What follows belongs to an exercise in optimizing a design on an open flow for small area; a production flow would make more cautious choices.
At most, simulation tests tie the RTL to the original design; equivalence was not proved.
No activity file was given, so power comes from the tool's default toggle rates.

S:
## ALU
module ALU #(parameter w = 8) (
    clk, rst, CE, IN_valid, MODE, CMD, OPA, OPB, Cin,
    ERR, RES, OF, COUT, G, L, E);
Size in the first run: about 660 cells after synthesis, roughly 50 I/O pins, ~0.0056 sq mm of cells after synthesis.
==> flow/config.mk <==
export PLATFORM = sky130hd
export DESIGN_NAME = ALU
export DESIGN_NICKNAME = ALU
export VERILOG_FILES = /design/flow/design.v
export SDC_FILE = /design/flow/constraint.sdc
export NUM_CORES = 4
export LEC_CHECK = 0
export CAP_MARGIN = 20
export CORE_MARGIN = 2
export CORE_UTILIZATION = 60
export CTS_BUF_LIST = sky130_fd_sc_hd__clkbuf_4 sky130_fd_sc_hd__clkbuf_8
export SLEW_MARGIN = 20
export SYNTH_HIERARCHICAL = 1
==> flow/constraint.sdc <==
create_clock -name core_clock -period 6.0 [get_ports {clk}]
set_input_delay 1.2000 -clock core_clock [delete_from_list [all_inputs] [get_ports {clk}]]
set_output_delay 1.2000 -clock core_clock [all_outputs]
set_load 0.01 [all_outputs]
standard.sh (not shown) runs the stock make flow with config.mk's settings and CLKGATE_MAP_FILE= SYNTH_SCRIPT=/design/flow/synth_recipe.tcl, a recipe that flattens the netlist after the stock synthesis.
==> flow/flow/run.sh <==
#!/bin/bash
# Layout flow: the standard layout (standard.sh: ORFS from synthesis to
# finish) with these changes:
#  - synthesis maps the logic with an area-oriented ABC script (deepsyn, then
#    area mapping) instead of ORFS's delay-oriented one. Only the final abc
#    call of ORFS's synthesis is changed: its -script argument is replaced.
#    Everything else, registers included, is the standard synthesis
#    (synth_recipe.tcl).
#  - the buffers that the flow puts on every input and output port are buf_1
#    cells, not the resizer's default choice;
#  - clock tree synthesis adds no dummy loads to balance the tree.
# The full output of the run goes to standard.log in this folder; ORFS keeps
# each step's own log under orfs/logs/.
set -euo pipefail
W=$(pwd)
printf '%s\n' '&get -n' '&st' '&deepsyn -T 30' '&put' 'dch' 'map -a' 'topo' 'stime -c' > "$W/abc_area_deep.script"
cat > "$W/own_synth.tcl" <<EOT
proc abc {args} {
  set i [lsearch -exact \$args -script]
  if {\$i >= 0} { lset args [expr {\$i + 1}] {$W/abc_area_deep.script} }
  yosys abc {*}\$args
}
source {$W/synth_recipe.tcl}
EOT
bash standard.sh \
  "SYNTH_SCRIPT=$W/own_synth.tcl" \
  "BUFFER_PORTS_ARGS=-buffer_cell sky130_fd_sc_hd__buf_1" \
  "CTS_ARGS=-sink_clustering_enable -repair_clock_nets -buf_list {sky130_fd_sc_hd__clkbuf_4 sky130_fd_sc_hd__clkbuf_8} -dont_use_dummy_load" \
  finish > standard.log 2>&1
S finished end to end and its layout was clean on timing, DRC and antenna.
Inputs modified between S and Q:
- a change of CTS_BUF_LIST from sky130_fd_sc_hd__clkbuf_4 sky130_fd_sc_hd__clkbuf_8 to sky130_fd_sc_hd__clkbuf_4
--- a/flow/flow/run.sh
+++ b/flow/flow/run.sh
@@ -28 +28 @@
-  "CTS_ARGS=-sink_clustering_enable -repair_clock_nets -buf_list {sky130_fd_sc_hd__clkbuf_4 sky130_fd_sc_hd__clkbuf_8} -dont_use_dummy_load" \
+  "CTS_ARGS=-sink_clustering_enable -repair_clock_nets -buf_list {sky130_fd_sc_hd__clkbuf_4} -dont_use_dummy_load" \
## What came out
From Q to S, count of plain and timing-repair buffers did not move at all.
Q finished all stages; the layout is clean.
Design area, Q vs S: down slightly
Sort S and Q by part of the total power dissipated in combinational logic, descending, and Q comes first.
Function was not checked in any run of this note: the RTL went through the layout flow alone.

ALU, a different RTL version from the one above (not shown whole).
Size: roughly 50 I/O pins, roughly 0.0063 mm2 of cells after synthesis.
clock: 6.0 ns
lec_check: 0
cap_margin: 0
core_margin: 2
core_utilization: 70
cts_buf_list: sky130_fd_sc_hd__clkbuf_4 sky130_fd_sc_hd__clkbuf_8
slew_margin: 0
synth_hierarchical: 1
run.sh (not shown) runs the stock make flow with config.mk's settings and CLKGATE_MAP_FILE= SYNTH_SCRIPT=/design/flow/synth_recipe.tcl, a recipe that flattens the netlist after the stock synthesis.
Stock flow here: none of the scripts above is used.
==> next run, changes <==
- CAP_MARGIN: 0 -> 20
- CORE_UTILIZATION: 70 -> 60
- GPL_TIMING_DRIVEN: default -> 0
- SLEW_MARGIN: 0 -> 20
What happened: Hold slack degrades by 0.0088 ns; global-route usage is lower by 5.3 points; power barely changes; die area goes up by about 16%; fmax shrinks by 1.4%; design area is higher by 3.4%; clock skew went down by 0.0031 ns; area after synthesis does not change; clock power fell by about 2%.
==> next run, changes <==
- GPL_TIMING_DRIVEN: 0 -> default
- die area is unchanged
- first-iteration DRC count goes down by 35%
- design area drops by 3.1%
- register-to-register slack gets better by 0.08 ns
- routed wire length decreases by 0.91%
- cell count drops by 4.1%
- count of clock-buffer cells in the layout rose by 1
- area after synthesis does not change
No functional check of the RTL was part of any run of this note.

ALU, a different RTL version from the one above (not shown whole).
Size in the first run: about 990 cells after synthesis, ~50 I/O pins, roughly 0.0069 mm² of cells after synthesis.
make LEC_CHECK=0 ABC_AREA=1 CAP_MARGIN=20 CORE_MARGIN=2 CORE_UTILIZATION=40 SLEW_MARGIN=20 SYNTH_HIERARCHICAL=1 finish   # period 6.0 ns
Then changed:
- ABC_AREA: 1 -> not set
Outcome:
- global-route usage goes down by 1.4 points
- worst setup slack gets worse by 0.57 ns
- non-clock buffer count increases by 4
- die area goes down by a few percent
- first-iteration DRC count goes down by well over a third
- power shrinks by a few percent
- wire length goes down by a few percent
- worst hold slack gains 0.0073 ns
- cell count drops by a quarter to a third
- synthesized area came out lower by a few percent
- cell area goes down by a few percent
Then changed:
- CORE_UTILIZATION: 40 -> 60
- CTS_BUF_LIST: not set -> sky130_fd_sc_hd__clkbuf_4
=> The changed run completed with no timing, DRC or antenna violations. Global-route usage increases by 9.8 points. Clock skew increases by 0.010 ns. Via count increases by 2.3%. Total power decreases by 14%. Wire length decreases by 4.7%.

## rev 12
Another version of the RTL of ALU (not shown whole).
Size in the first run: ~680 cells after synthesis, ~50 I/O pins.
==> flow/config.mk <==
export PLATFORM = sky130hd
export DESIGN_NAME = ALU
export DESIGN_NICKNAME = ALU
export VERILOG_FILES = /design/flow/design.v
export SDC_FILE = /design/flow/constraint.sdc
export NUM_CORES = 4
export LEC_CHECK = 0
export CAP_MARGIN = 20
export CORE_MARGIN = 2
export CORE_UTILIZATION = 60
export CTS_BUF_LIST = sky130_fd_sc_hd__clkbuf_4 sky130_fd_sc_hd__clkbuf_8
export SLEW_MARGIN = 20
export SYNTH_HIERARCHICAL = 1
==> flow/constraint.sdc <==
create_clock -name core_clock -period 6.0 [get_ports {clk}]
set_input_delay 1.2000 -clock core_clock [delete_from_list [all_inputs] [get_ports {clk}]]
set_output_delay 1.2000 -clock core_clock [all_outputs]
set_load 0.01 [all_outputs]
For rev 13, these inputs were changed with respect to rev 12:
==> flow/flow/run.sh (new file) <==
#!/bin/bash
# Layout flow: the standard layout (standard.sh: ORFS from synthesis to
# finish) with these changes:
#  - synthesis maps the logic with an area-oriented ABC script (deepsyn, then
#    area mapping) instead of ORFS's delay-oriented one. Only the final abc
#    call of ORFS's synthesis is changed: its -script argument is replaced.
#    Everything else, registers included, is the standard synthesis
#    (synth_recipe.tcl).
#  - the buffers that the flow puts on every input and output port are buf_1
#    cells, not the resizer's default choice;
#  - clock tree synthesis adds no dummy loads to balance the tree.
# The full output of the run goes to standard.log in this folder; ORFS keeps
# each step's own log under orfs/logs/.
set -euo pipefail
W=$(pwd)
printf '%s\n' '&get -n' '&st' '&deepsyn -T 10' '&put' 'dch' 'map -a' 'topo' 'stime -c' > "$W/abc_area_deep.script"
cat > "$W/own_synth.tcl" <<EOT
proc abc {args} {
  set i [lsearch -exact \$args -script]
  if {\$i >= 0} { lset args [expr {\$i + 1}] {$W/abc_area_deep.script} }
  yosys abc {*}\$args
}
source {$W/synth_recipe.tcl}
EOT
bash standard.sh \
  "SYNTH_SCRIPT=$W/own_synth.tcl" \
  "BUFFER_PORTS_ARGS=-buffer_cell sky130_fd_sc_hd__buf_1" \
  "CTS_ARGS=-sink_clustering_enable -repair_clock_nets -buf_list {sky130_fd_sc_hd__clkbuf_4 sky130_fd_sc_hd__clkbuf_8} -dont_use_dummy_load" \
  finish > standard.log 2>&1
==> flow/standard.sh (new file) <==
#!/bin/bash
# synth_recipe.tcl (not shown) runs the flow's synth.tcl, then flattens the netlist and writes it again
# the make line also repeats each setting of config.mk as NAME=value (left out here)
make -C /OpenROAD-flow-scripts/flow DESIGN_CONFIG=/design/flow/config.mk WORK_HOME=/design/flow/orfs CLKGATE_MAP_FILE= SYNTH_SCRIPT=/design/flow/synth_recipe.tcl "${@:-finish}"
removed: flow/run.sh
==> comparison <==
Rev 13 completed end to end with timing, DRC and antenna clean.
In rev 13 relative to rev 12, clock group total power had gone down by more than a quarter.
[rev 13 vs rev 12] shortest clock period the worst path allows after layout: higher in rev 13
The detailed-route DRC error count was comparable across rev 13 and rev 12.

-- afterwards: timing with drivers on the ports --
In the flow no input, the clock included, has a driving cell. The finished layouts below were timed again as built, in two steps. Step 1, drivers: a clkbuf_16 drives clk and a buf_2 each remaining input, both assumed. Step 2, shift: input delay + t, output delay - t, t = (earliest + latest rising clock arrival at the registers) / 2. This alone moves slack from input paths to output paths. a / b / c = ideal / step 1 / step 2; a / b = the first two.
| run | t (ns) | setup slack, ns | worst setup path after step 2 | clock arrival spread, ns | worst register clock-pin slew, ns |
|---|---|---|---|---|---|
| S | 0.361 | 0.393 / 0.393 / 0.393 | register to register | 0.027 / 0.027 | 0.08 / 0.08 |
| Q | 0.415 | 0.399 / 0.399 / 0.399 | register to register | 0.039 / 0.038 | 0.12 / 0.12 |
| the first run of note 2 | 0.385 | 0.265 / 0.265 / 0.265 | register to register | 0.020 / 0.019 | 0.09 / 0.09 |
| the second run of note 2 | 0.379 | 0.182 / 0.182 / 0.182 | register to register | 0.016 / 0.017 | 0.08 / 0.08 |
| the third run of note 2 | 0.379 | 0.266 / 0.266 / 0.266 | register to register | 0.014 / 0.014 | 0.08 / 0.08 |
| the first run of note 3 | 0.383 | 0.987 / 0.987 / 0.987 | register to register | 0.015 / 0.014 | 0.06 / 0.06 |
| the second run of note 3 | 0.363 | 0.415 / 0.415 / 0.415 | register to register | 0.006 / 0.006 | 0.05 / 0.05 |
| the third run of note 3 | 0.450 | 0.268 / 0.268 / 0.268 | register to register | 0.016 / 0.016 | 0.12 / 0.12 |
| rev 12 | 0.379 | 0.414 / 0.414 / 0.414 | register to register | 0.013 / 0.013 | 0.08 / 0.08 |
| rev 13 | 0.363 | 0.362 / 0.362 / 0.362 | register to register | 0.036 / 0.036 | 0.09 / 0.09 |
After both steps setup and hold are still met in every run listed.
